Background: an optimization exercise with open tools, aiming at small area. Do not read the settings as production practice. RTL that was checked went through simulation tests only; none was proved equivalent to the original. No functional check of the RTL was part of run 3.

<file path="config.mk">
export PLATFORM = sky130hd
export DESIGN_NAME = Cordic
export DESIGN_NICKNAME = Cordic
export VERILOG_FILES = /design/flow/design.v
export SDC_FILE = /design/flow/constraint.sdc
export NUM_CORES = 4
export LEC_CHECK = 0
export CAP_MARGIN = 5
export CORE_MARGIN = 2
export CORE_UTILIZATION = 80
export PLACE_DENSITY = 0.85
export SLEW_MARGIN = 5
export SYNTH_HIERARCHICAL = 1
</file>
<file path="constraint.sdc">
create_clock -name core_clock -period 7.0 [get_ports {clk}]
set_input_delay 1.4000 -clock core_clock [delete_from_list [all_inputs] [get_ports {clk}]]
set_output_delay 1.4000 -clock core_clock [all_outputs]
set_load 0.01 [all_outputs]
</file>
<file path="design.v">
module cordic_fa(input a, input b, input c, output s, output co);
   assign s = a ^ b ^ c;
   assign co = (a & b) | (a & c) | (b & c);
endmodule
module cordic_ha(input a, input b, output s, output co);
   assign s = a ^ b;
   assign co = a & b;
endmodule
module cordic_rca #(parameter N = 16) (input [N-1:0] a, input [N-1:0] b, input ci, output [N-1:0] s);
   wire [N:0] c;
   assign c[0] = ci;
   genvar k;
   generate for (k = 0; k < N; k = k + 1) begin : gb
      cordic_fa u (.a(a[k]), .b(b[k]), .c(c[k]), .s(s[k]), .co(c[k+1]));
   end endgenerate
endmodule
module cordic_zstep #(parameter N = 14, parameter [15:0] A = 16'h0, parameter L = 0)
                     (input [N-1:0] z, input neg, output [N-1:0] zn);
   localparam [15:0] NA = ~A + 16'd1;
   wire [N:0] c;
   genvar k;
   generate
      if (L > 0) begin : lo
         assign zn[L-1:0] = z[L-1:0];
      end
      assign zn[L] = ~z[L];
      assign c[L+1] = z[L];
      for (k = L + 1; k < N; k = k + 1) begin : gb
         if (A[k] == 1'b0 && NA[k] == 1'b0) begin : h0
            cordic_ha u (.a(z[k]), .b(c[k]), .s(zn[k]), .co(c[k+1]));
         end else if (A[k] == 1'b1 && NA[k] == 1'b1) begin : h1
            cordic_fa u (.a(z[k]), .b(1'b1), .c(c[k]), .s(zn[k]), .co(c[k+1]));
         end else if (A[k] == 1'b1) begin : fp
            cordic_fa u (.a(z[k]), .b(neg), .c(c[k]), .s(zn[k]), .co(c[k+1]));
         end else begin : fn
            cordic_fa u (.a(z[k]), .b(~neg), .c(c[k]), .s(zn[k]), .co(c[k+1]));
         end
      end
   endgenerate
endmodule
module cordic_zsign #(parameter N = 11, parameter [15:0] P = 16'h0, parameter [15:0] M = 16'h0)
                     (input [N-1:0] z, input neg, output s);
   reg c;
   reg b;
   integer k;
   always @* begin
      c = 1'b0;
      for (k = 0; k < N - 1; k = k + 1) begin
         if (P[k] == M[k]) b = P[k];
         else b = P[k] ? neg : ~neg;
         c = (z[k] & b) | (z[k] & c) | (b & c);
      end
      if (P[N-1] == M[N-1]) b = P[N-1];
      else b = P[N-1] ? neg : ~neg;
   end
   assign s = z[N-1] ^ b ^ c;
endmodule
module cordic_maj(input a, input b, input c, output y);
   assign y = (a & b) | (a & c) | (b & c);
endmodule
module cordic_scale(input [15:0] v, output [15:0] o);
   wire [15:0] u = {~v[15], v[14:0]};
   wire [15:0] w = {v[15], ~v[14:0]};
   wire s1, c2; cordic_fa f2 (.a(u[0]), .b(u[2]), .c(w[5]), .s(s1), .co(c2));
   wire s3, c4; cordic_fa f4 (.a(u[1]), .b(u[3]), .c(w[6]), .s(s3), .co(c4));
   wire s5, c6; cordic_fa f6 (.a(u[2]), .b(u[4]), .c(w[7]), .s(s5), .co(c6));
   wire s7, c8; cordic_ha h8 (.a(u[10]), .b(u[12]), .s(s7), .co(c8));
   wire s9, c10; cordic_fa f10 (.a(u[3]), .b(u[5]), .c(w[8]), .s(s9), .co(c10));
   wire s11, c12; cordic_ha h12 (.a(u[11]), .b(u[13]), .s(s11), .co(c12));
   wire s13, c14; cordic_fa f14 (.a(u[4]), .b(u[6]), .c(w[9]), .s(s13), .co(c14));
   wire s15, c16; cordic_fa f16 (.a(w[0]), .b(u[3]), .c(u[5]), .s(s15), .co(c16));
   wire s17, c18; cordic_fa f18 (.a(w[1]), .b(u[4]), .c(u[6]), .s(s17), .co(c18));
   wire s19, c20; cordic_fa f20 (.a(w[2]), .b(u[5]), .c(u[7]), .s(s19), .co(c20));
   wire s21, c22; cordic_fa f22 (.a(u[0]), .b(w[3]), .c(u[6]), .s(s21), .co(c22));
   wire s23, c24; cordic_ha h24 (.a(u[8]), .b(u[9]), .s(s23), .co(c24));
   wire s25, c26; cordic_fa f26 (.a(u[1]), .b(w[4]), .c(u[7]), .s(s25), .co(c26));
   wire s27, c28; cordic_fa f28 (.a(u[9]), .b(u[10]), .c(w[12]), .s(s27), .co(c28));
   wire s29, c30; cordic_fa f30 (.a(u[8]), .b(u[10]), .c(u[11]), .s(s29), .co(c30));
   wire s31, c32; cordic_fa f32 (.a(w[13]), .b(s1), .c(1'b1), .s(s31), .co(c32));
   wire s33, c34; cordic_fa f34 (.a(u[9]), .b(u[11]), .c(u[12]), .s(s33), .co(c34));
   wire s35, c36; cordic_fa f36 (.a(w[14]), .b(s3), .c(c2), .s(s35), .co(c36));
   wire s37, c38; cordic_fa f38 (.a(u[13]), .b(w[15]), .c(1'b1), .s(s37), .co(c38));
   wire s39, c40; cordic_fa f40 (.a(s5), .b(s7), .c(c4), .s(s39), .co(c40));
   wire s41, c42; cordic_fa f42 (.a(u[14]), .b(s9), .c(1'b1), .s(s41), .co(c42));
   wire s43, c44; cordic_fa f44 (.a(s11), .b(c6), .c(c8), .s(s43), .co(c44));
   wire s45, c46; cordic_fa f46 (.a(u[12]), .b(u[14]), .c(u[15]), .s(s45), .co(c46));
   wire s47, c48; cordic_fa f48 (.a(s13), .b(c10), .c(c12), .s(s47), .co(c48));
   wire s49, c50; cordic_fa f50 (.a(u[5]), .b(u[7]), .c(w[10]), .s(s49), .co(c50));
   wire s51, c52; cordic_fa f52 (.a(u[13]), .b(u[15]), .c(c14), .s(s51), .co(c52));
   wire s53, c54; cordic_fa f54 (.a(u[6]), .b(u[8]), .c(w[11]), .s(s53), .co(c54));
   wire s55; assign s55 = ~u[14];
   wire s57, c58; cordic_fa f58 (.a(u[7]), .b(u[9]), .c(w[12]), .s(s57), .co(c58));
   wire s59, c60; cordic_ha h60 (.a(u[8]), .b(u[10]), .s(s59), .co(c60));
   wire s61, c62; cordic_ha h62 (.a(u[9]), .b(u[11]), .s(s61), .co(c62));
   wire s63, c64; cordic_ha h64 (.a(u[0]), .b(u[2]), .s(s63), .co(c64));
   wire s65, c66; cordic_fa f66 (.a(u[1]), .b(u[3]), .c(u[4]), .s(s65), .co(c66));
   wire s67, c68; cordic_fa f68 (.a(u[2]), .b(u[4]), .c(u[5]), .s(s67), .co(c68));
   wire s69, c70; cordic_fa f70 (.a(u[6]), .b(w[8]), .c(1'b1), .s(s69), .co(c70));
   wire s71, c72; cordic_fa f72 (.a(u[7]), .b(w[9]), .c(s17), .s(s71), .co(c72));
   wire s73, c74; cordic_fa f74 (.a(u[8]), .b(w[10]), .c(s19), .s(s73), .co(c74));
   wire s75, c76; cordic_fa f76 (.a(w[11]), .b(s21), .c(s23), .s(s75), .co(c76));
   wire s77, c78; cordic_fa f78 (.a(s25), .b(s27), .c(c22), .s(s77), .co(c78));
   wire s79, c80; cordic_fa f80 (.a(s29), .b(s31), .c(c26), .s(s79), .co(c80));
   wire s81, c82; cordic_fa f82 (.a(s33), .b(s35), .c(c30), .s(s81), .co(c82));
   wire s83, c84; cordic_fa f84 (.a(s37), .b(s39), .c(c34), .s(s83), .co(c84));
   wire s85, c86; cordic_fa f86 (.a(s41), .b(s43), .c(c38), .s(s85), .co(c86));
   wire s87, c88; cordic_fa f88 (.a(s45), .b(s47), .c(c42), .s(s87), .co(c88));
   wire s89, c90; cordic_fa f90 (.a(s49), .b(s51), .c(c46), .s(s89), .co(c90));
   wire s91, c92; cordic_fa f92 (.a(s53), .b(s55), .c(c50), .s(s91), .co(c92));
   wire s93, c94; cordic_fa f94 (.a(u[15]), .b(s57), .c(c54), .s(s93), .co(c94));
   wire s95, c96; cordic_fa f96 (.a(w[13]), .b(s59), .c(1'b1), .s(s95), .co(c96));
   wire s97, c98; cordic_fa f98 (.a(w[14]), .b(s61), .c(1'b1), .s(s97), .co(c98));
   wire s99, c100; cordic_fa f100 (.a(u[10]), .b(u[12]), .c(w[15]), .s(s99), .co(c100));
   wire s101, c102; cordic_ha h102 (.a(u[11]), .b(u[13]), .s(s101), .co(c102));
   wire s103, c104; cordic_ha h104 (.a(u[12]), .b(u[14]), .s(s103), .co(c104));
   wire s105, c106; cordic_ha h106 (.a(u[0]), .b(u[1]), .s(s105), .co(c106));
   wire s107, c108; cordic_fa f108 (.a(u[1]), .b(u[2]), .c(w[4]), .s(s107), .co(c108));
   wire s109, c110; cordic_fa f110 (.a(u[3]), .b(w[5]), .c(s63), .s(s109), .co(c110));
   wire s111, c112; cordic_fa f112 (.a(w[6]), .b(s65), .c(c64), .s(s111), .co(c112));
   wire s113, c114; cordic_fa f114 (.a(w[7]), .b(s67), .c(c66), .s(s113), .co(c114));
   wire s115, c116; cordic_fa f116 (.a(s15), .b(s69), .c(c68), .s(s115), .co(c116));
   wire s117, c118; cordic_fa f118 (.a(c16), .b(s71), .c(c70), .s(s117), .co(c118));
   wire s119, c120; cordic_fa f120 (.a(c18), .b(s73), .c(c72), .s(s119), .co(c120));
   wire s121, c122; cordic_fa f122 (.a(c20), .b(s75), .c(c74), .s(s121), .co(c122));
   wire s123, c124; cordic_fa f124 (.a(c24), .b(s77), .c(c76), .s(s123), .co(c124));
   wire s125, c126; cordic_fa f126 (.a(c28), .b(s79), .c(c78), .s(s125), .co(c126));
   wire s127, c128; cordic_fa f128 (.a(c32), .b(s81), .c(c80), .s(s127), .co(c128));
   wire s129, c130; cordic_fa f130 (.a(c36), .b(s83), .c(c82), .s(s129), .co(c130));
   wire s131, c132; cordic_fa f132 (.a(c40), .b(s85), .c(c84), .s(s131), .co(c132));
   wire s133, c134; cordic_fa f134 (.a(c44), .b(s87), .c(c86), .s(s133), .co(c134));
   wire s135, c136; cordic_fa f136 (.a(c48), .b(s89), .c(c88), .s(s135), .co(c136));
   wire s137, c138; cordic_fa f138 (.a(c52), .b(s91), .c(c90), .s(s137), .co(c138));
   wire s139, c140; cordic_fa f140 (.a(u[14]), .b(s93), .c(c92), .s(s139), .co(c140));
   wire s141, c142; cordic_fa f142 (.a(c58), .b(s95), .c(c94), .s(s141), .co(c142));
   wire s143, c144; cordic_fa f144 (.a(c60), .b(s97), .c(c96), .s(s143), .co(c144));
   wire s145, c146; cordic_fa f146 (.a(c62), .b(s99), .c(c98), .s(s145), .co(c146));
   wire s147, c148; cordic_fa f148 (.a(s101), .b(c100), .c(1'b1), .s(s147), .co(c148));
   wire s149, c150; cordic_fa f150 (.a(s103), .b(c102), .c(1'b1), .s(s149), .co(c150));
   wire s151, c152; cordic_fa f152 (.a(u[13]), .b(u[15]), .c(c104), .s(s151), .co(c152));
   wire s153; assign s153 = ~u[14];
   wire g168 = u[0] & w[2];
   wire p169 = u[0] | w[2];
   wire g170 = w[3] & s105;
   wire p171 = w[3] | s105;
   wire g172 = s107 & c106;
   wire p173 = s107 | c106;
   wire g174 = s109 & c108;
   wire p175 = s109 | c108;
   wire g176 = s111 & c110;
   wire p177 = s111 | c110;
   wire g178 = s113 & c112;
   wire p179 = s113 | c112;
   wire g180 = s115 & c114;
   wire p181 = s115 | c114;
   wire g182 = s117 & c116;
   wire p183 = s117 | c116;
   wire g184 = s119 & c118;
   wire p185 = s119 | c118;
   wire g186 = s121 & c120;
   wire p187 = s121 | c120;
   wire g188 = s123 & c122;
   wire p189 = s123 | c122;
   wire g190 = s125 & c124;
   wire p191 = s125 | c124;
   wire g192 = 1'b0 | (w[1] & w[0]);
   wire p193 = w[1] & 1'b1;
   wire g194 = g170 | (p171 & g168);
   wire p195 = p171 & p169;
   wire g196 = g194 | (p195 & g192);
   wire p197 = p195 & p193;
   wire g198 = g174 | (p175 & g172);
   wire p199 = p175 & p173;
   wire g200 = g176 | (p177 & g198);
   wire p201 = p177 & p199;
   wire g202 = g200 | (p201 & g196);
   wire p203 = p201 & p197;
   wire g204 = g180 | (p181 & g178);
   wire p205 = p181 & p179;
   wire g206 = g184 | (p185 & g182);
   wire p207 = p185 & p183;
   wire g208 = g206 | (p207 & g204);
   wire p209 = p207 & p205;
   wire g210 = g188 | (p189 & g186);
   wire p211 = p189 & p187;
   wire g212 = g190 | (p191 & g210);
   wire p213 = p191 & p211;
   wire g214 = g212 | (p213 & g208);
   wire p215 = p213 & p209;
   wire g216 = g214 | (p215 & g202);
   wire p217 = p215 & p203;
   wire t218, r219; cordic_fa g219 (.a(s127), .b(c126), .c(g216), .s(t218), .co(r219));
   wire t220, r221; cordic_fa g221 (.a(s129), .b(c128), .c(r219), .s(t220), .co(r221));
   wire t222, r223; cordic_fa g223 (.a(s131), .b(c130), .c(r221), .s(t222), .co(r223));
   wire t224, r225; cordic_fa g225 (.a(s133), .b(c132), .c(r223), .s(t224), .co(r225));
   wire t226, r227; cordic_fa g227 (.a(s135), .b(c134), .c(r225), .s(t226), .co(r227));
   wire t228, r229; cordic_fa g229 (.a(s137), .b(c136), .c(r227), .s(t228), .co(r229));
   wire t230, r231; cordic_fa g231 (.a(s139), .b(c138), .c(r229), .s(t230), .co(r231));
   wire t232, r233; cordic_fa g233 (.a(s141), .b(c140), .c(r231), .s(t232), .co(r233));
   wire t234, r235; cordic_fa g235 (.a(s143), .b(c142), .c(r233), .s(t234), .co(r235));
   wire t236, r237; cordic_fa g237 (.a(s145), .b(c144), .c(r235), .s(t236), .co(r237));
   wire t238, r239; cordic_fa g239 (.a(s147), .b(c146), .c(r237), .s(t238), .co(r239));
   wire t240, r241; cordic_fa g241 (.a(s149), .b(c148), .c(r239), .s(t240), .co(r241));
   wire t242, r243; cordic_fa g243 (.a(s151), .b(c150), .c(r241), .s(t242), .co(r243));
   wire t244, r245; cordic_fa g245 (.a(s153), .b(c152), .c(r243), .s(t244), .co(r245));
   wire t246, r247; cordic_fa g247 (.a(u[15]), .b(u[14]), .c(r245), .s(t246), .co(r247));
   wire t248 = ~r247;
   wire t249, r250; cordic_ha g250 (.a(s143), .b(c142), .s(t249), .co(r250));
   wire t251, r252; cordic_fa g252 (.a(s145), .b(c144), .c(r250), .s(t251), .co(r252));
   wire t253, r254; cordic_fa g254 (.a(s147), .b(c146), .c(r252), .s(t253), .co(r254));
   wire t255, r256; cordic_fa g256 (.a(s149), .b(c148), .c(r254), .s(t255), .co(r256));
   wire t257, r258; cordic_fa g258 (.a(s151), .b(c150), .c(r256), .s(t257), .co(r258));
   wire t259, r260; cordic_fa g260 (.a(s153), .b(c152), .c(r258), .s(t259), .co(r260));
   wire t261, r262; cordic_fa g262 (.a(u[15]), .b(u[14]), .c(r260), .s(t261), .co(r262));
   wire t263 = ~r262;
   wire t264, r265; cordic_fa g265 (.a(s143), .b(c142), .c(1'b1), .s(t264), .co(r265));
   wire t266, r267; cordic_fa g267 (.a(s145), .b(c144), .c(r265), .s(t266), .co(r267));
   wire t268, r269; cordic_fa g269 (.a(s147), .b(c146), .c(r267), .s(t268), .co(r269));
   wire t270, r271; cordic_fa g271 (.a(s149), .b(c148), .c(r269), .s(t270), .co(r271));
   wire t272, r273; cordic_fa g273 (.a(s151), .b(c150), .c(r271), .s(t272), .co(r273));
   wire t274, r275; cordic_fa g275 (.a(s153), .b(c152), .c(r273), .s(t274), .co(r275));
   wire t276, r277; cordic_fa g277 (.a(u[15]), .b(u[14]), .c(r275), .s(t276), .co(r277));
   wire t278 = ~r277;
   wire q279 = r233 ? r277 : r262;
   assign o = {(r233 ? t278 : t263), (r233 ? t276 : t261), (r233 ? t274 : t259), (r233 ? t272 : t257), (r233 ? t270 : t255), (r233 ? t268 : t253), (r233 ? t266 : t251), (r233 ? t264 : t249), t232, t230, t228, t226, t224, t222, t220, t218};
endmodule
module Cordic(input clk, input signed [15:0] Xin, input signed [15:0] Yin, input [15:0] angle,
              output reg signed [15:0] Xout, output reg signed [15:0] Yout);
   wire [13:0] z1 = {~angle[13], angle[12:0]};      
   wire [13:0] z2n;                                  
   cordic_zstep #(14, 16'h12e4, 2) zs1 (.z(z1), .neg(z1[13]), .zn(z2n));
   reg [15:0] x0, y0;
   reg [1:0]  q0;
   reg        d1;
   reg [13:0] z2;
   always @(posedge clk) begin
      x0 <= Xin; y0 <= Yin; q0 <= angle[15:14]; d1 <= z1[13]; z2 <= z2n;
   end
   wire [15:0] low1;                                 
   assign low1[0] = 1'b0;
   genvar k;
   generate for (k = 1; k < 16; k = k + 1) begin : gl
      assign low1[k] = low1[k-1] | y0[k-1];
   end endgenerate
   wire mx  = q0[1] ^ q0[0];     
   wire my  = ~q0[1];            
   wire mxy = q0[1];             
   wire myy = q0[1] ^ q0[0];     
   wire [15:0] x1n, y1n;
   cordic_rca #(16) addx1 (.a(x0 ^ {16{mx}}),  .b(y0 ^ ({16{my}} & low1)), .ci(mx),  .s(x1n));
   cordic_rca #(16) addy1 (.a(x0 ^ {16{mxy}}), .b(y0 ^ ({16{myy}} & low1)), .ci(mxy), .s(y1n));
   wire [12:0] z3n;                                  
   cordic_zstep #(13, 16'h09fb, 0) zs2 (.z(z2[12:0]), .neg(z2[13]), .zn(z3n));
   reg [15:0] x1, y1;
   reg [2:1]  d1r;
   reg [12:0] z3;
   always @(posedge clk) begin
      x1 <= x1n; y1 <= y1n; d1r <= {z2[13], d1}; z3 <= z3n;
   end
   wire [15:0] x2n, y2n;
   cordic_rca #(16) ax1 (.a(x1), .b({{1{y1[15]}}, y1[15:1]} ^ {16{~d1r[1]}}), .ci(~d1r[1]), .s(x2n));
   cordic_rca #(16) ay1 (.a(y1), .b({{1{x1[15]}}, x1[15:1]} ^ {16{d1r[1]}}),  .ci(d1r[1]),  .s(y2n));
   wire [11:0] z4n;                                  
   cordic_zstep #(12, 16'h0511, 0) zs3 (.z(z3[11:0]), .neg(z3[12]), .zn(z4n));
   reg [15:0] x2, y2; reg [3:2] d2r; reg [11:0] z4;
   always @(posedge clk) begin
      x2 <= x2n; y2 <= y2n; d2r <= {z3[12], d1r[2]}; z4 <= z4n;
   end
   wire [15:0] x3n, y3n;
   cordic_rca #(16) ax2 (.a(x2), .b({{2{y2[15]}}, y2[15:2]} ^ {16{~d2r[2]}}), .ci(~d2r[2]), .s(x3n));
   cordic_rca #(16) ay2 (.a(y2), .b({{2{x2[15]}}, x2[15:2]} ^ {16{d2r[2]}}),  .ci(d2r[2]),  .s(y3n));
   wire [10:0] z5n;                                  
   cordic_zstep #(11, 16'h028b, 0) zs4 (.z(z4[10:0]), .neg(z4[11]), .zn(z5n));
   reg [15:0] x3, y3; reg [4:3] d3r; reg [10:0] z5;
   always @(posedge clk) begin
      x3 <= x3n; y3 <= y3n; d3r <= {z4[11], d2r[3]}; z5 <= z5n;
   end
   wire [15:0] x4n, y4n;
   cordic_rca #(16) ax3 (.a(x3), .b({{3{y3[15]}}, y3[15:3]} ^ {16{~d3r[3]}}), .ci(~d3r[3]), .s(x4n));
   cordic_rca #(16) ay3 (.a(y3), .b({{3{x3[15]}}, x3[15:3]} ^ {16{d3r[3]}}),  .ci(d3r[3]),  .s(y4n));
   wire d6n, d7m, d7p;
   cordic_zsign #(11, 16'h0145, 16'hfebb) zg6 (.z(z5), .neg(z5[10]), .s(d6n));
   cordic_zsign #(11, 16'h00a3, 16'hfe19) zg7m (.z(z5), .neg(z5[10]), .s(d7m));   
   cordic_zsign #(11, 16'h01e7, 16'hff5d) zg7p (.z(z5), .neg(z5[10]), .s(d7p));   
   reg [15:0] x4, y4; reg [7:4] d4r;
   always @(posedge clk) begin
      x4 <= x4n; y4 <= y4n; d4r <= {d6n ? d7p : d7m, d6n, z5[10], d3r[4]};
   end
   wire [15:0] x5n, y5n;
   cordic_rca #(16) ax4 (.a(x4), .b({{4{y4[15]}}, y4[15:4]} ^ {16{~d4r[4]}}), .ci(~d4r[4]), .s(x5n));
   cordic_rca #(16) ay4 (.a(y4), .b({{4{x4[15]}}, x4[15:4]} ^ {16{d4r[4]}}),  .ci(d4r[4]),  .s(y5n));
   reg [15:0] x5, y5; reg [7:5] d5r;
   always @(posedge clk) begin
      x5 <= x5n; y5 <= y5n; d5r <= d4r[7:5];
   end
   wire [15:0] x6n, y6n;
   cordic_rca #(16) ax5 (.a(x5), .b({{5{y5[15]}}, y5[15:5]} ^ {16{~d5r[5]}}), .ci(~d5r[5]), .s(x6n));
   cordic_rca #(16) ay5 (.a(y5), .b({{5{x5[15]}}, x5[15:5]} ^ {16{d5r[5]}}),  .ci(d5r[5]),  .s(y6n));
   reg [15:0] x6, y6; reg [7:6] d6r;
   always @(posedge clk) begin
      x6 <= x6n; y6 <= y6n; d6r <= d5r[7:6];
   end
   wire [15:0] x7n, y7n;
   cordic_rca #(16) ax6 (.a(x6), .b({{6{y6[15]}}, y6[15:6]} ^ {16{~d6r[6]}}), .ci(~d6r[6]), .s(x7n));
   cordic_rca #(16) ay6 (.a(y6), .b({{6{x6[15]}}, x6[15:6]} ^ {16{d6r[6]}}),  .ci(d6r[6]),  .s(y7n));
   reg [15:0] x7, y7; reg d7r;
   always @(posedge clk) begin x7 <= x7n; y7 <= y7n; d7r <= d6r[7]; end
   wire [15:0] x8n, y8n;
   cordic_rca #(16) ax7 (.a(x7), .b({{7{y7[15]}}, y7[15:7]} ^ {16{~d7r}}), .ci(~d7r), .s(x8n));
   cordic_rca #(16) ay7 (.a(y7), .b({{7{x7[15]}}, x7[15:7]} ^ {16{d7r}}),  .ci(d7r),  .s(y8n));
   reg [15:0] x8, y8;
   always @(posedge clk) begin x8 <= x8n; y8 <= y8n; end
   wire [15:0] xs8, ys8;
   cordic_scale scx (.v(x8), .o(xs8));
   cordic_scale scy (.v(y8), .o(ys8));
   always @(posedge clk) begin
      Xout <= xs8;
      Yout <= ys8;
   end
endmodule
</file>
<file path="flow/run.sh">
#!/bin/bash
# The standard layout (standard synthesis included), except that the port
# buffers use the smallest buffer cell and clock tree synthesis adds no dummy
# loads. ORFS keeps each step's log under orfs/logs/; the make output goes to
# standard.log.
set -euo pipefail
export BUFFER_PORTS_ARGS="-buffer_cell sky130_fd_sc_hd__buf_1"
export CTS_ARGS="-sink_clustering_enable -repair_clock_nets -dont_use_dummy_load -buf_list sky130_fd_sc_hd__clkbuf_8 -sink_clustering_size 18 -sink_clustering_max_diameter 80"
bash standard.sh > standard.log 2>&1
</file>
<file path="standard.sh">
#!/bin/bash
# synth_recipe.tcl (not shown) runs the flow's synth.tcl, then flattens the netlist and writes it again
# the make line also repeats each setting of config.mk as NAME=value (left out here)
make -C /OpenROAD-flow-scripts/flow DESIGN_CONFIG=/design/flow/config.mk WORK_HOME=/design/flow/orfs CLKGATE_MAP_FILE= SYNTH_SCRIPT=/design/flow/synth_recipe.tcl "${@:-finish}"
</file>
==> impl_summary.log, run 1 <==
[metrics] Critical Path Slowest Stage Cell: fa_1
[metrics] Starting Density: about four fifths
[metrics] CP arrival: roughly 7.3 ns
[metrics] capturing point of the worst reg2reg path: y3[15]
[metrics] antenna diode count: 0
[metrics] Routed wire per std cell: between 15 and 20 µm
[metrics] Worst-Margin Slew: 1.12 ns
[metrics] number of design rule violations left after detail routing: 0
[metrics] pin count of the biggest net entering global routing: 29
[metrics] TritonCTS Buffers: 25
[metrics] share of flip-flops with an asynchronous set or reset after synthesis: 0%
[metrics] share of layout cells above drive strength 1: roughly 14%
[metrics] worst skew pair latency: about 0.60 ns
[metrics] max-slew violation count: 0
[metrics] share of synthesized area occupied by flip-flops and latches: between 30% and 40%
[metrics] I/O pins: ~80
[metrics] ratio of routed vias to standard cells: 5.44
[metrics] GR met2 Demand/Resource: ~54%
[metrics] number of detailed-routing iterations run before antenna repair: 5
[metrics] Hold Path Cell Cnt: 0
[metrics] worst hold path class: flop to flop
[metrics] Post-DP HPWL: 27600 µm
[metrics] peak per-stage delay on the critical path: roughly 0.42 ns
[metrics] Die X-Extent: about 170 µm
[metrics] wire length of the first global-routing pass: approximately 56000 µm
[metrics] # nets final: ~2000
[metrics] cells along the critical path: xor2_1 -> fa_1 -> fa_2 -> fa_1 -> fa_1 -> fa_2 -> fa_2 -> fa_1 -> fa_1 -> fa_1 -> fa_2 -> fa_2 -> fa_1 -> fa_1 -> fa_2 -> fa_1 -> fa_1
[metrics] number of distinct library cells after synthesis: 47
[metrics] RR Startpoint: d2r[2]
[metrics] fin area: ~22000 µm²
[metrics] busiest layer in global routing: met2
[metrics] clock tree from TritonCTS: done
[metrics] number of core rows: 59
[metrics] setup TNS: 0 ns
[metrics] gp weighted congestion: 0.882
[metrics] Worst setup startpoint: d2r[2]
[metrics] number of port buffers: 80
[metrics] Cell Count, Final, Fillers Out: about 1800
[metrics] post-cts hold buffer count: 0
[metrics] root cell of the clock tree: clkbuf_8
[metrics] CP Capture Type: flop
[metrics] cell taking the most area after synthesis: fa_1
[metrics] cell types with the largest area share after synthesis: fa_1 (45%), dfxtp_1 (37%), xor2_1 (5.1%), xnor2_1 (4.7%), ha_1 (1.2%)
[metrics] final hold viol count: 0
[metrics] area growth from synthesis to layout: 7.15%
[metrics] final setup violating endpoints: 0
[metrics] clock skew after layout: 0.0485 ns
[metrics] Final Cycle Share: between 90% and 100%
[metrics] required time reported for the critical path endpoint: around 7.5 ns
[metrics] Worst-path clk slew: around 0.1 ns
[metrics] Yosys warning count: 10
[metrics] number of H-tree branching levels: 1
[metrics] area share of the largest cell type after synthesis: 45.2%
[metrics] number of cells on the worst reg-to-reg path: 17
[metrics] most numerous cell in the Yosys netlist: fa_1
[metrics] category of the critical setup timing path: flop to flop
[metrics] cell count after synthesis: around 1400
[metrics] met3 global-route usage: between 2 and 3%
[metrics] count of nets left with antenna violations after detail routing: 0
[metrics] result of the run: complete, no violations
[metrics] iteration-0 DRC count of the detailed router: 371
[metrics] Min Hold Slack: 0.332 ns
[metrics] Post-Synthesis Mean Instance Area: about 15 µm²
[metrics] Post-Place Cell Area: 21900 µm²
[metrics] Fmax: 146 MHz
[metrics] post-detailed-routing wire length: roughly 34000 µm
[metrics] number of flip-flops and latches in the synthesized netlist: 389
[metrics] via count of the first global-routing pass: 11800
[metrics] largest buffer count on any clock path: 3
[metrics] most frequent cell on the critical path: fa_1
[metrics] CTS sink cnt: roughly 390
[metrics] max-capacitance violation count: 0
[metrics] largest fanout of any net on the critical path: 5
[metrics] number of buffers added for setup after CTS: 0
[metrics] launch point of the worst hold path: d4r[5]
[metrics] minimum setup slack among reg-to-reg paths: 0.14 ns
[metrics] DIE AREA: around 28000 µm²
[metrics] height of the die: around 170 µm
[metrics] Tot GR Track Use: 26.0%
[metrics] vias after detailed routing: 9881
[metrics] Remaining Overflow, GRT: 0
[metrics] layout filler cell count: roughly 1200
[metrics] Endpoint, Worst Hold: d5r[5]
[metrics] leading register cell type out of synthesis: dfxtp_1
[metrics] Synth top cells by count: fa_1 (474), dfxtp_1 (389), xor2_1 (122)
[metrics] global-route track usage on met1: 27.2%
[metrics] time the worst path needs with I/O delays and setup: 6.86 ns
[metrics] Cell Count Post-Placement: between 1500 and 2000
[metrics] area of the mapped netlist: between 20000 and 25000 µm²
[metrics] CP Launch Type: flop
[metrics] Core Box Area: 25900 µm²
[metrics] count of flip-flops with a built-in enable after synthesis: 0
[metrics] Rel. slew slack: 24.5%
[metrics] initial antenna violation count: 0
==> layout make-up <==
type | count | area, µm² | area share [%]
timing repair buffer | 124 | 634 | 2.82
sequential | 389 | 7810 | 34.7
clock buffer | 25 | 344 | 1.53
tap | 335 | 419 | 1.86
multi-input combinational | 890 | 13100 | 58.2
inverter | 52 | 195 | 0.868
==> per-stage QoR <==
step                      util (%)  setup WS (ns)
final                         86.8          0.139
after global routing          86.8        -0.0186
after CTS                     86.2        0.00341
after detailed placement      84.4         -0.244
after global placement        84.4        -0.0953
after floorplan                  -        -0.0167
==> cell families after synthesis <==
kind of cell               Yosys count  synth area share, %
buffers and inverters              100                 2.17
and+or+nand+nor                     64                 1.56
AOI/OAI and AO/OA                   63                 2.10
other                                2               0.0358
DFF                                389                 37.1
adders and majority gates          494                 46.4
muxes                               17                0.900
xor gates and xnor gates           234                 9.76
==> layout by cell type, fill, tap and decap left out, drive strengths merged, types with 4 or more instances in the layout <==
cell,n
fa,474
dfxtp,389
buf,124
xor2,122
xnor2,112
inv,52
nor2,36
clkbuf,25
ha,20
a21oi,19
conb,18
mux2,15
a31oi,10
nand2,6
o21ai,6
nor3,5
nand2b,4
o22a,4
==> how the worst max path moves through the flow <==
stage | to | depth (start not counted)
after floorplan | x4[15] | 19
after detailed placement | x2[15] | 17
after CTS | x1[15] | 18
after global placement | x1[15] | 18
final | y3[15] | 17
after global routing | y1[15] | 19
==> layer usage <==
metal  wire (µm)  vias up  part of all wire (%)
met1       11300     5245                    33
met4        1410        0                   4.1
met5           0        -                     0
li1            -     4375                     -
met2       20500      176                    60
met3         835       85                   2.4
==> repair_timing <==
item / CTS / global route
setup endpoints to repair: 15 / 16
hold endpoints to repair: 0 / 0
pin swaps: 1 / 1
gates resized for setup: 45 / 64
==> worst max-delay path: cells and delay by family, from the launching register on <==
family | cells | cell delay [ns]
flip-flops | 1 | 0.36
XOR/XNOR | 1 | 0.18
adder cells (fa/ha/maj) | 16 | 6.22
==> Yosys stat by module, one instance, submodules excluded, excerpt <==
module        cells inside  flops+latches
cordic_scale            62              0
cordic_fa                1              0
cordic_ha                1              0
Cordic                 704            389
==> run 2, diff against run 1 <==
--- a/config.mk
+++ b/config.mk
@@ -9,4 +9,4 @@
 export CORE_MARGIN = 2
-export CORE_UTILIZATION = 80
-export PLACE_DENSITY = 0.85
+export CORE_UTILIZATION = 70
+export PLACE_DENSITY = 0.75
 export SLEW_MARGIN = 5
==> impl_summary.log, run 2 <==
[metrics] result of the run: complete, no violations (unchanged)
[metrics] gp weighted congestion: 0.862 (was 0.882)
[metrics] setup TNS: 0 ns (unchanged)
[metrics] Rel. slew slack: 27.4% (was 24.5%)
[metrics] wire length of the first global-routing pass: 51800 µm (was 56100 µm)
[metrics] Synth top cells by count: fa_1 (474), dfxtp_1 (389), xor2_1 (122) (unchanged)
[metrics] leading register cell type out of synthesis: dfxtp_1 (unchanged)
[metrics] layout filler cell count: 1859 (was 1169)
[metrics] area growth from synthesis to layout: 7.64% (was 7.15%)
[metrics] fin area: 22600 µm² (was 22500 µm²)
[metrics] worst skew pair latency: 0.58 ns (was 0.60 ns)
[metrics] largest fanout of any net on the critical path: 3 (was 5)
[metrics] max-capacitance violation count: 0 (unchanged)
[metrics] area share of the largest cell type after synthesis: 45.2% (unchanged)
[metrics] Die X-Extent: 177 µm (was 166 µm)
[metrics] number of buffers added for setup after CTS: 0 (unchanged)
[metrics] area of the mapped netlist: 21000 µm² (unchanged)
[metrics] Post-Place Cell Area: 22000 µm² (was 21900 µm²)
[metrics] final hold viol count: 0 (unchanged)
[metrics] category of the critical setup timing path: flop to flop (unchanged)
[metrics] count of buffer and inverter cells on the critical path: 0 (unchanged)
[metrics] worst hold path class: flop to flop (unchanged)
[metrics] Post-Synthesis Mean Instance Area: 15.4 µm² (unchanged)
[metrics] number of design rule violations left after detail routing: 0 (unchanged)
[metrics] cell types with the largest area share after synthesis: fa_1 (45%), dfxtp_1 (37%), xor2_1 (5.1%), xnor2_1 (4.7%), ha_1 (1.2%) (unchanged)
[metrics] height of the die: 177 µm (was 166 µm)
[metrics] TritonCTS Buffers: 25 (unchanged)
[metrics] Remaining Overflow, GRT: 0 (unchanged)
[metrics] Core Box Area: 29600 µm² (was 25900 µm²)
[metrics] peak per-stage delay on the critical path: 0.43 ns (was 0.42 ns)
[metrics] Tot GR Track Use: 21.3% (was 26.0%)
[metrics] number of flip-flops and latches in the synthesized netlist: 389 (unchanged)
[metrics] count of nets left with antenna violations after detail routing: 0 (unchanged)
[metrics] CP Launch Type: flop (unchanged)
[metrics] post-cts hold buffer count: 0 (unchanged)
[metrics] Starting Density: 71.0% (was 81.0%)
[metrics] Post-DP HPWL: 25900 µm (was 27600 µm)
[metrics] Top Family by Delay on Critical Path: adder cells (unchanged)
[metrics] CP arrival: 7.28 ns (was 7.34 ns)
[metrics] required time reported for the critical path endpoint: 7.45 ns (was 7.48 ns)
[metrics] cells along the critical path: xnor2_4 -> xnor2_1 -> fa_2 -> fa_2 -> fa_2 -> fa_2 -> fa_2 -> fa_2 -> fa_1 -> fa_2 -> fa_1 -> fa_2 -> fa_1 -> fa_1 -> fa_1 -> fa_2 -> fa_1 -> fa_1 (was xor2_1 -> fa_1 -> fa_2 -> fa_1 -> fa_1 -> fa_2 -> fa_2 -> fa_1 -> fa_1 -> fa_1 -> fa_2 -> fa_2 -> fa_1 -> fa_1 -> fa_2 -> fa_1 -> fa_1)
[metrics] # nets final: 2034 (was 2025)
[metrics] multi-input combinational cell area: 13100 µm² (about the same)
[metrics] final setup violating endpoints: 0 (unchanged)
[metrics] number of distinct library cells after synthesis: 47 (unchanged)
[metrics] Final Cycle Share: 97.6% (was 98.0%)
[metrics] root cell of the clock tree: clkbuf_8 (unchanged)
[metrics] CTS sink cnt: 389 (unchanged)
[metrics] iteration-0 DRC count of the detailed router: 278 (was 371)
[metrics] Critical Path Slowest Stage Cell: fa_1 (unchanged)
[metrics] cell count after synthesis: 1363 (unchanged)
[metrics] time the worst path needs with I/O delays and setup: 6.83 ns (was 6.86 ns)
[metrics] Yosys warning count: 10 (unchanged)
[metrics] number of H-tree branching levels: 1 (unchanged)
[metrics] antenna diode count: 0 (unchanged)
[metrics] initial antenna violation count: 0 (unchanged)
[metrics] largest buffer count on any clock path: 3 (unchanged)
[metrics] DIE AREA: 31400 µm² (was 27600 µm²)
[metrics] via count of the first global-routing pass: 11100 (was 11800)
[metrics] CP Capture Type: flop (unchanged)
[metrics] share of flip-flops with an asynchronous set or reset after synthesis: 0% (unchanged)
[metrics] number of detailed-routing iterations run before antenna repair: 4 (was 5)
[metrics] most numerous cell in the Yosys netlist: fa_1 (unchanged)
[metrics] most frequent cells in the layout: fa_1 (381), dfxtp_1 (376), xor2_1 (122) (was fa_1 (378), dfxtp_1 (375), xor2_1 (122))
[metrics] max-slew violation count: 0 (unchanged)
[metrics] share of layout cells above drive strength 1: 14.2% (was 14.1%)
[metrics] minimum setup slack among reg-to-reg paths: 0.17 ns (was 0.14 ns)
[metrics] cell taking the most area after synthesis: fa_1 (unchanged)
[metrics] most frequent cell on the critical path: fa_2 (was fa_1)
[metrics] Sequential cell area: 7810 µm² (about the same)
[metrics] most common cell after layout, fill and taps aside: fa_1 (unchanged)
[metrics] Fmax: 146 MHz (about the same)
[metrics] Worst-path clk slew: 0.10 ns (about the same)
[metrics] clock tree from TritonCTS: done (unchanged)
[metrics] I/O pins: 81 (unchanged)
[metrics] share of synthesized area occupied by flip-flops and latches: 37.1% (unchanged)
[metrics] count of flip-flops with a built-in enable after synthesis: 0 (unchanged)
[metrics] ratio of routed vias to standard cells: 5.13 (was 5.44)
[metrics] post-detailed-routing wire length: 30200 µm (was 34100 µm)
[metrics] Worst-Margin Slew: 1.09 ns (was 1.12 ns)
[metrics] clock skew after layout: 0.0226 ns (was 0.0485 ns)
[metrics] pin count of the biggest net entering global routing: 29 (unchanged)
[metrics] Routed wire per std cell: 16.1 µm (was 18.8 µm)
[metrics] number of port buffers: 80 (unchanged)
[metrics] vias after detailed routing: 9646 (was 9881)
[metrics] number of core rows: 63 (was 59)
run 2: kinds of logic after synthesis:
group                      synth area share [%]
adders and majority gates                  46.4
DFF                                        37.1
xor gates and xnor gates                   9.76
buffers and inverters                      2.17
and+or+nand+nor                            1.56
AOI/OAI and AO/OA                          2.10
muxes                                     0.900
other                                    0.0358
run 2: cell type report:
type	instances	share of cell area [%]
multi-input combinational	890	57.8
sequential	389	34.5
timing repair buffer	133	3.11
tap	390	2.16
clock buffer	25	1.52
inverter	52	0.864
run 2: layer usage:
layer  wire [µm]  up-vias  part of all wire, %  track usage, %
met3         878       56                  2.9            2.49
met1       10500     5035                   35            22.5
li1            -     4399                    -               -
met5           0        -                    0               0
met2       17800      156                   59            43.0
met4        1020        0                  3.4            7.54
run 2: timing repair:
item                                   CTS  global route
endpoints found under the hold margin    0             0
resized for setup                       37            62
setup endpoints to repair               16            16
run 2: through the flow:
stage	setup WS, ns	cells	hold slack (ns)	utilization, %
after floorplan	-0.0167	1379	0.310	-
after global placement	-0.120	1854	0.313	74.5
after CTS	0.00343	1879	0.335	75.9
final	0.166	1879	0.332	76.5
after detailed placement	-0.180	1854	0.313	74.5
after global routing	-0.0272	1879	0.340	76.5
run 2: path summary, 6_finish.rpt:
check                             from      to  depth (start not counted)
worst max-delay path             q0[1]  x1[15]                         18
worst min-delay path            d2r[3]  d3r[3]                          0
worst max register to register   q0[1]  x1[15]                         18
worst min register to register  d2r[3]  d3r[3]                          0
run 2: Yosys stat by module, one instance, submodules excluded, excerpt:
| module | area [µm²] | flops+latches |
|---|---|---|
| Cordic | 10200 | 389 |
| cordic_fa | 20.0 | 0 |
| cordic_ha | 12.5 | 0 |
| cordic_scale | 400 | 0 |
==> run 3, diff against run 2 <==
--- a/design.v
+++ b/design.v
@@ -248,4 +248,14 @@
    wire [15:0] x1n, y1n;
-   cordic_rca #(16) addx1 (.a(x0 ^ {16{mx}}),  .b(y0 ^ ({16{my}} & low1)), .ci(mx),  .s(x1n));
-   cordic_rca #(16) addy1 (.a(x0 ^ {16{mxy}}), .b(y0 ^ ({16{myy}} & low1)), .ci(mxy), .s(y1n));
+   wire [15:0] addx1_a = y0 ^ ({16{my}} & low1);
+   wire [15:0] addx1_b = x0;
+   wire addx1_s = mx;
+   assign x1n[0] = addx1_a[0] ^ addx1_b[0];
+   cordic_rca #(15) addx1 (.a(addx1_a[15:1]), .b(addx1_b[15:1] ^ {15{addx1_s}}),
+                     .ci(addx1_s ? (addx1_a[0] | ~addx1_b[0]) : (addx1_a[0] & addx1_b[0])), .s(x1n[15:1]));
+   wire [15:0] addy1_a = y0 ^ ({16{myy}} & low1);
+   wire [15:0] addy1_b = x0;
+   wire addy1_s = mxy;
+   assign y1n[0] = addy1_a[0] ^ addy1_b[0];
+   cordic_rca #(15) addy1 (.a(addy1_a[15:1]), .b(addy1_b[15:1] ^ {15{addy1_s}}),
+                     .ci(addy1_s ? (addy1_a[0] | ~addy1_b[0]) : (addy1_a[0] & addy1_b[0])), .s(y1n[15:1]));
    wire [12:0] z3n;                                  
@@ -259,4 +269,14 @@
    wire [15:0] x2n, y2n;
-   cordic_rca #(16) ax1 (.a(x1), .b({{1{y1[15]}}, y1[15:1]} ^ {16{~d1r[1]}}), .ci(~d1r[1]), .s(x2n));
-   cordic_rca #(16) ay1 (.a(y1), .b({{1{x1[15]}}, x1[15:1]} ^ {16{d1r[1]}}),  .ci(d1r[1]),  .s(y2n));
+   wire [15:0] ax1_a = x1;
+   wire [15:0] ax1_b = {{1{y1[15]}}, y1[15:1]};
+   wire ax1_s = ~d1r[1];
+   assign x2n[0] = ax1_a[0] ^ ax1_b[0];
+   cordic_rca #(15) ax1 (.a(ax1_a[15:1]), .b(ax1_b[15:1] ^ {15{ax1_s}}),
+                     .ci(ax1_s ? (ax1_a[0] | ~ax1_b[0]) : (ax1_a[0] & ax1_b[0])), .s(x2n[15:1]));
+   wire [15:0] ay1_a = y1;
+   wire [15:0] ay1_b = {{1{x1[15]}}, x1[15:1]};
+   wire ay1_s = d1r[1];
+   assign y2n[0] = ay1_a[0] ^ ay1_b[0];
+   cordic_rca #(15) ay1 (.a(ay1_a[15:1]), .b(ay1_b[15:1] ^ {15{ay1_s}}),
+                     .ci(ay1_s ? (ay1_a[0] | ~ay1_b[0]) : (ay1_a[0] & ay1_b[0])), .s(y2n[15:1]));
    wire [11:0] z4n;                                  
@@ -268,4 +288,14 @@
    wire [15:0] x3n, y3n;
-   cordic_rca #(16) ax2 (.a(x2), .b({{2{y2[15]}}, y2[15:2]} ^ {16{~d2r[2]}}), .ci(~d2r[2]), .s(x3n));
-   cordic_rca #(16) ay2 (.a(y2), .b({{2{x2[15]}}, x2[15:2]} ^ {16{d2r[2]}}),  .ci(d2r[2]),  .s(y3n));
+   wire [15:0] ax2_a = x2;
+   wire [15:0] ax2_b = {{2{y2[15]}}, y2[15:2]};
+   wire ax2_s = ~d2r[2];
+   assign x3n[0] = ax2_a[0] ^ ax2_b[0];
+   cordic_rca #(15) ax2 (.a(ax2_a[15:1]), .b(ax2_b[15:1] ^ {15{ax2_s}}),
+                     .ci(ax2_s ? (ax2_a[0] | ~ax2_b[0]) : (ax2_a[0] & ax2_b[0])), .s(x3n[15:1]));
+   wire [15:0] ay2_a = y2;
+   wire [15:0] ay2_b = {{2{x2[15]}}, x2[15:2]};
+   wire ay2_s = d2r[2];
+   assign y3n[0] = ay2_a[0] ^ ay2_b[0];
+   cordic_rca #(15) ay2 (.a(ay2_a[15:1]), .b(ay2_b[15:1] ^ {15{ay2_s}}),
+                     .ci(ay2_s ? (ay2_a[0] | ~ay2_b[0]) : (ay2_a[0] & ay2_b[0])), .s(y3n[15:1]));
    wire [10:0] z5n;                                  
@@ -277,4 +307,14 @@
    wire [15:0] x4n, y4n;
-   cordic_rca #(16) ax3 (.a(x3), .b({{3{y3[15]}}, y3[15:3]} ^ {16{~d3r[3]}}), .ci(~d3r[3]), .s(x4n));
-   cordic_rca #(16) ay3 (.a(y3), .b({{3{x3[15]}}, x3[15:3]} ^ {16{d3r[3]}}),  .ci(d3r[3]),  .s(y4n));
+   wire [15:0] ax3_a = x3;
+   wire [15:0] ax3_b = {{3{y3[15]}}, y3[15:3]};
+   wire ax3_s = ~d3r[3];
+   assign x4n[0] = ax3_a[0] ^ ax3_b[0];
+   cordic_rca #(15) ax3 (.a(ax3_a[15:1]), .b(ax3_b[15:1] ^ {15{ax3_s}}),
+                     .ci(ax3_s ? (ax3_a[0] | ~ax3_b[0]) : (ax3_a[0] & ax3_b[0])), .s(x4n[15:1]));
+   wire [15:0] ay3_a = y3;
+   wire [15:0] ay3_b = {{3{x3[15]}}, x3[15:3]};
+   wire ay3_s = d3r[3];
+   assign y4n[0] = ay3_a[0] ^ ay3_b[0];
+   cordic_rca #(15) ay3 (.a(ay3_a[15:1]), .b(ay3_b[15:1] ^ {15{ay3_s}}),
+                     .ci(ay3_s ? (ay3_a[0] | ~ay3_b[0]) : (ay3_a[0] & ay3_b[0])), .s(y4n[15:1]));
    wire d6n, d7m, d7p;
@@ -288,4 +328,14 @@
    wire [15:0] x5n, y5n;
-   cordic_rca #(16) ax4 (.a(x4), .b({{4{y4[15]}}, y4[15:4]} ^ {16{~d4r[4]}}), .ci(~d4r[4]), .s(x5n));
-   cordic_rca #(16) ay4 (.a(y4), .b({{4{x4[15]}}, x4[15:4]} ^ {16{d4r[4]}}),  .ci(d4r[4]),  .s(y5n));
+   wire [15:0] ax4_a = x4;
+   wire [15:0] ax4_b = {{4{y4[15]}}, y4[15:4]};
+   wire ax4_s = ~d4r[4];
+   assign x5n[0] = ax4_a[0] ^ ax4_b[0];
+   cordic_rca #(15) ax4 (.a(ax4_a[15:1]), .b(ax4_b[15:1] ^ {15{ax4_s}}),
+                     .ci(ax4_s ? (ax4_a[0] | ~ax4_b[0]) : (ax4_a[0] & ax4_b[0])), .s(x5n[15:1]));
+   wire [15:0] ay4_a = y4;
+   wire [15:0] ay4_b = {{4{x4[15]}}, x4[15:4]};
+   wire ay4_s = d4r[4];
+   assign y5n[0] = ay4_a[0] ^ ay4_b[0];
+   cordic_rca #(15) ay4 (.a(ay4_a[15:1]), .b(ay4_b[15:1] ^ {15{ay4_s}}),
+                     .ci(ay4_s ? (ay4_a[0] | ~ay4_b[0]) : (ay4_a[0] & ay4_b[0])), .s(y5n[15:1]));
    reg [15:0] x5, y5; reg [7:5] d5r;
@@ -295,4 +345,14 @@
    wire [15:0] x6n, y6n;
-   cordic_rca #(16) ax5 (.a(x5), .b({{5{y5[15]}}, y5[15:5]} ^ {16{~d5r[5]}}), .ci(~d5r[5]), .s(x6n));
-   cordic_rca #(16) ay5 (.a(y5), .b({{5{x5[15]}}, x5[15:5]} ^ {16{d5r[5]}}),  .ci(d5r[5]),  .s(y6n));
+   wire [15:0] ax5_a = x5;
+   wire [15:0] ax5_b = {{5{y5[15]}}, y5[15:5]};
+   wire ax5_s = ~d5r[5];
+   assign x6n[0] = ax5_a[0] ^ ax5_b[0];
+   cordic_rca #(15) ax5 (.a(ax5_a[15:1]), .b(ax5_b[15:1] ^ {15{ax5_s}}),
+                     .ci(ax5_s ? (ax5_a[0] | ~ax5_b[0]) : (ax5_a[0] & ax5_b[0])), .s(x6n[15:1]));
+   wire [15:0] ay5_a = y5;
+   wire [15:0] ay5_b = {{5{x5[15]}}, x5[15:5]};
+   wire ay5_s = d5r[5];
+   assign y6n[0] = ay5_a[0] ^ ay5_b[0];
+   cordic_rca #(15) ay5 (.a(ay5_a[15:1]), .b(ay5_b[15:1] ^ {15{ay5_s}}),
+                     .ci(ay5_s ? (ay5_a[0] | ~ay5_b[0]) : (ay5_a[0] & ay5_b[0])), .s(y6n[15:1]));
    reg [15:0] x6, y6; reg [7:6] d6r;
@@ -302,4 +362,14 @@
    wire [15:0] x7n, y7n;
-   cordic_rca #(16) ax6 (.a(x6), .b({{6{y6[15]}}, y6[15:6]} ^ {16{~d6r[6]}}), .ci(~d6r[6]), .s(x7n));
-   cordic_rca #(16) ay6 (.a(y6), .b({{6{x6[15]}}, x6[15:6]} ^ {16{d6r[6]}}),  .ci(d6r[6]),  .s(y7n));
+   wire [15:0] ax6_a = x6;
+   wire [15:0] ax6_b = {{6{y6[15]}}, y6[15:6]};
+   wire ax6_s = ~d6r[6];
+   assign x7n[0] = ax6_a[0] ^ ax6_b[0];
+   cordic_rca #(15) ax6 (.a(ax6_a[15:1]), .b(ax6_b[15:1] ^ {15{ax6_s}}),
+                     .ci(ax6_s ? (ax6_a[0] | ~ax6_b[0]) : (ax6_a[0] & ax6_b[0])), .s(x7n[15:1]));
+   wire [15:0] ay6_a = y6;
+   wire [15:0] ay6_b = {{6{x6[15]}}, x6[15:6]};
+   wire ay6_s = d6r[6];
+   assign y7n[0] = ay6_a[0] ^ ay6_b[0];
+   cordic_rca #(15) ay6 (.a(ay6_a[15:1]), .b(ay6_b[15:1] ^ {15{ay6_s}}),
+                     .ci(ay6_s ? (ay6_a[0] | ~ay6_b[0]) : (ay6_a[0] & ay6_b[0])), .s(y7n[15:1]));
    reg [15:0] x7, y7; reg d7r;
@@ -307,4 +377,14 @@
    wire [15:0] x8n, y8n;
-   cordic_rca #(16) ax7 (.a(x7), .b({{7{y7[15]}}, y7[15:7]} ^ {16{~d7r}}), .ci(~d7r), .s(x8n));
-   cordic_rca #(16) ay7 (.a(y7), .b({{7{x7[15]}}, x7[15:7]} ^ {16{d7r}}),  .ci(d7r),  .s(y8n));
+   wire [15:0] ax7_a = x7;
+   wire [15:0] ax7_b = {{7{y7[15]}}, y7[15:7]};
+   wire ax7_s = ~d7r;
+   assign x8n[0] = ax7_a[0] ^ ax7_b[0];
+   cordic_rca #(15) ax7 (.a(ax7_a[15:1]), .b(ax7_b[15:1] ^ {15{ax7_s}}),
+                     .ci(ax7_s ? (ax7_a[0] | ~ax7_b[0]) : (ax7_a[0] & ax7_b[0])), .s(x8n[15:1]));
+   wire [15:0] ay7_a = y7;
+   wire [15:0] ay7_b = {{7{x7[15]}}, x7[15:7]};
+   wire ay7_s = d7r;
+   assign y8n[0] = ay7_a[0] ^ ay7_b[0];
+   cordic_rca #(15) ay7 (.a(ay7_a[15:1]), .b(ay7_b[15:1] ^ {15{ay7_s}}),
+                     .ci(ay7_s ? (ay7_a[0] | ~ay7_b[0]) : (ay7_a[0] & ay7_b[0])), .s(y8n[15:1]));
    reg [15:0] x8, y8;
==> impl_summary.log, run 3 <==
[metrics] Worst-Margin Slew: 1.08 ns (was 1.09 ns)
[metrics] CTS sink cnt: 388 (was 389)
[metrics] pin count of the biggest net entering global routing: 29 (unchanged)
[metrics] most frequent cells in the layout: fa_1 (442), dfxtp_1 (375), xor2_1 (129) (was fa_1 (381), dfxtp_1 (376), xor2_1 (122))
[metrics] number of detailed-routing iterations run before antenna repair: 4 (unchanged)
[metrics] CP Capture Type: flop (unchanged)
[metrics] antenna diode count: 0 (unchanged)
[metrics] ratio of routed vias to standard cells: 5.13 (about the same)
[metrics] count of flip-flops with a built-in enable after synthesis: 0 (unchanged)
[metrics] number of port buffers: 80 (unchanged)
[metrics] wire length of the first global-routing pass: 51500 µm (was 51800 µm)
[metrics] Routed wire per std cell: 16.0 µm (was 16.1 µm)
[metrics] DIE AREA: 31100 µm² (was 31400 µm²)
[metrics] share of flip-flops with an asynchronous set or reset after synthesis: 0% (unchanged)
[metrics] Core Box Area: 29500 µm² (was 29600 µm²)
[metrics] Post-Synthesis Mean Instance Area: 15.3 µm² (was 15.4 µm²)
[metrics] Yosys warning count: 10 (unchanged)
[metrics] Synth top cells by count: fa_1 (458), dfxtp_1 (388), xor2_1 (130) (was fa_1 (474), dfxtp_1 (389), xor2_1 (122))
[metrics] number of design rule violations left after detail routing: 0 (unchanged)
[metrics] vias after detailed routing: 9528 (was 9646)
[metrics] share of layout cells above drive strength 1: 8.52% (was 14.2%)
[metrics] fin area: 22100 µm² (was 22600 µm²)
[metrics] Rel. slew slack: 27.7% (was 27.4%)
[metrics] CP Launch Type: flop (unchanged)
[metrics] number of core rows: 63 (unchanged)
[metrics] Min Hold Slack: 0.326 ns (was 0.332 ns)
[metrics] I/O pins: 81 (unchanged)
[metrics] Final Cycle Share: 97.5% (was 97.6%)
[metrics] # nets final: 1996 (was 2034)
[metrics] max-capacitance violation count: 0 (unchanged)
[metrics] Worst-path clk slew: 0.10 ns (about the same)
[metrics] share of synthesized area occupied by flip-flops and latches: 37.3% (was 37.1%)
[metrics] cell taking the most area after synthesis: fa_1 (unchanged)
[metrics] Post-Place Cell Area: 21600 µm² (was 22000 µm²)
[metrics] TritonCTS Buffers: 26 (was 25)
[metrics] worst hold path class: flop to flop (unchanged)
[metrics] RSZ-0062 raised after global routing: yes
[metrics] largest fanout of any net on the critical path: 3 (unchanged)
[metrics] Fmax: 147 MHz (was 146 MHz)
[metrics] Tot GR Track Use: 21.2% (was 21.3%)
[metrics] max-slew violation count: 0 (unchanged)
[metrics] time the worst path needs with I/O delays and setup: 6.82 ns (was 6.83 ns)
[metrics] Die X-Extent: 176 µm (was 177 µm)
[metrics] number of distinct library cells after synthesis: 48 (was 47)
[metrics] category of the critical setup timing path: flop to flop (unchanged)
[metrics] area growth from synthesis to layout: 6.20% (was 7.64%)
[metrics] Remaining Overflow, GRT: 0 (unchanged)
[metrics] most numerous cell in the Yosys netlist: fa_1 (unchanged)
[metrics] CP arrival: 7.28 ns (about the same)
[metrics] cell types with the largest area share after synthesis: fa_1 (44%), dfxtp_1 (37%), xor2_1 (5.5%), xnor2_1 (4.4%), mux2_2 (1.3%) (was fa_1 (45%), dfxtp_1 (37%), xor2_1 (5.1%), xnor2_1 (4.7%), ha_1 (1.2%))
[metrics] leading register cell type out of synthesis: dfxtp_1 (unchanged)
[metrics] Starting Density: 70.5% (was 71.0%)
[metrics] required time reported for the critical path endpoint: 7.46 ns (was 7.45 ns)
[metrics] gp weighted congestion: 0.868 (was 0.862)
[metrics] core occupancy in the finished layout: 74.9% (was 76.5%)
[metrics] area share of the largest cell type after synthesis: 44.1% (was 45.2%)
[metrics] layout filler cell count: 1935 (was 1859)
[metrics] iteration-0 DRC count of the detailed router: 246 (was 278)
[metrics] number of flip-flops and latches in the synthesized netlist: 388 (was 389)
[metrics] area of the mapped netlist: 20800 µm² (was 21000 µm²)
[metrics] worst skew pair latency: 0.58 ns (about the same)
[metrics] initial antenna violation count: 0 (unchanged)
[metrics] most common cell after layout, fill and taps aside: fa_1 (unchanged)
[metrics] cell count after synthesis: 1361 (was 1363)
[metrics] largest buffer count on any clock path: 3 (unchanged)
[metrics] Post-DP HPWL: 25400 µm (was 25900 µm)
[metrics] number of H-tree branching levels: 1 (unchanged)
[metrics] count of nets left with antenna violations after detail routing: 0 (unchanged)
[metrics] clock tree from TritonCTS: done (unchanged)
[metrics] final setup violating endpoints: 0 (unchanged)
[metrics] post-detailed-routing wire length: 29800 µm (was 30200 µm)
[metrics] root cell of the clock tree: clkbuf_8 (unchanged)
[metrics] result of the run: complete, no violations (unchanged)
[metrics] height of the die: 176 µm (was 177 µm)
[metrics] clock skew after layout: 0.0412 ns (was 0.0226 ns)
[metrics] final hold viol count: 0 (unchanged)
[metrics] via count of the first global-routing pass: 11100 (about the same)
==> run 3: cell types whose count changed after synthesis, moves of 4 or more <==
| cell | change |
|---|---|
| clkbuf_1 | +4 |
| buf_2 | -4 |
| fa_1 | -16 |
| nand2_1 | +7 |
| o21ai_0 | +7 |
| inv_1 | -8 |
| xor2_1 | +8 |
| mux2_2 | +9 |
| xnor2_1 | -8 |
==> run 3: path summary, 6_finish.rpt <==
kind              slack (ns)    from      to  depth (start not counted)
setup reg to reg        0.18   q0[1]  y1[15]                         18
hold / removal          0.33  d4r[5]  d5r[5]                          0
setup / recovery        0.18   q0[1]  y1[15]                         18
hold reg to reg         0.33  d4r[5]  d5r[5]                          0
==> run 3: per-layer routing <==
metal	track usage, %	part of all wire [%]	vias to the layer above
li1	-	-	4374
met1	22.4	34	4930
met2	42.9	59	165
met3	2.52	3.1	59
met4	6.78	3.4	0
met5	0	0	-
==> run 3: what timing repair did <==
item | in CTS | in global routing
resized for setup | 3 | 36
setup endpoints to repair | 1 | 12
hold buffers | 0 | 0
pin swaps | 0 | 1
buffers inserted | 0 | 1
==> run 3: per-stage QoR <==
step	setup WS (ns)	cells	TNS (ns)
2_1_floorplan	0.00779	1377	0
3_3_place_gp	0.0418	1830	0
3_5_place_dp	-0.0175	1830	-0.0175
4_1_cts	0.00725	1856	0
5_1_grt	-0.0409	1857	-0.0409
6_report	0.176	1857	0
==> run 3: critical path, cell delays in order, from the launching register on <==
cell and delay (ns):
dfxtp_4 0.37, xor2_2 0.19, nand2_1 0.09, xnor2_1 0.16, fa_1 0.45, fa_1 0.39, fa_1 0.39, fa_1 0.40
fa_1 0.40, fa_1 0.40, fa_1 0.40, fa_2 0.36, fa_2 0.35, fa_1 0.39, fa_2 0.36, fa_1 0.38
fa_1 0.39, fa_1 0.40, fa_1 0.45
==> run 3: area by class of cell <==
class / count / area (µm²) / area share, %
timing repair buffer: 112 / 552 / 2.50
inverter: 44 / 165 / 0.748
sequential: 388 / 7800 / 35.3
tap: 390 / 488 / 2.21
multi-input combinational: 897 / 12700 / 57.6
clock buffer: 26 / 358 / 1.62
==> run 3: per-module statistics from Yosys (local to each module, per instance), excerpt <==
module        cells inside  cell area, µm²
cordic_scale            62             400
cordic_ha                1            12.5
Cordic                 718           10300
cordic_fa                1            20.0
==> run 3: kinds of logic after synthesis <==
kind of cell	count (synthesis)	share of synthesized area, %
other	2	0.0361
flip-flops	388	37.3
AO/OA/AOI/OAI	70	2.29
multiplexers	26	1.40
adder cells (fa/ha/maj)	478	45.3
XOR/XNOR	234	9.85
AND/OR/NAND/NOR	71	1.73
buffers and inverters	92	2.06

==> static timing again, ports no longer ideal <==
The results above use ideal ports. As a check the final layouts listed here were re-extracted and re-timed, cells and wires unchanged.
Step 1, drivers: a clkbuf_16 drives clk and a buf_2 each remaining input, both assumed.
Step 2 also shifts input and output timing later by t, the mid clock arrival at the registers, as if the neighbouring blocks saw the same clock.
Three values: ideal ports, drivers, drivers and shift; two values: the first two.
| run | shift t [ns] | setup WS [ns] | worst hold slack (ns) | worst register clock-pin slew, ns |
|---|---|---|---|---|
| run 1 | 0.618 | 0.139 / 0.139 / 0.139 | 0.332 / 0.332 / 0.332 | 0.12 / 0.12 |
| run 2 | 0.613 | 0.166 / 0.166 / 0.166 | 0.332 / 0.332 / 0.332 | 0.11 / 0.11 |
| run 3 | 0.603 | 0.176 / 0.176 / 0.176 | 0.326 / 0.326 / 0.326 | 0.11 / 0.11 |
After both steps setup and hold are still met in every run listed.
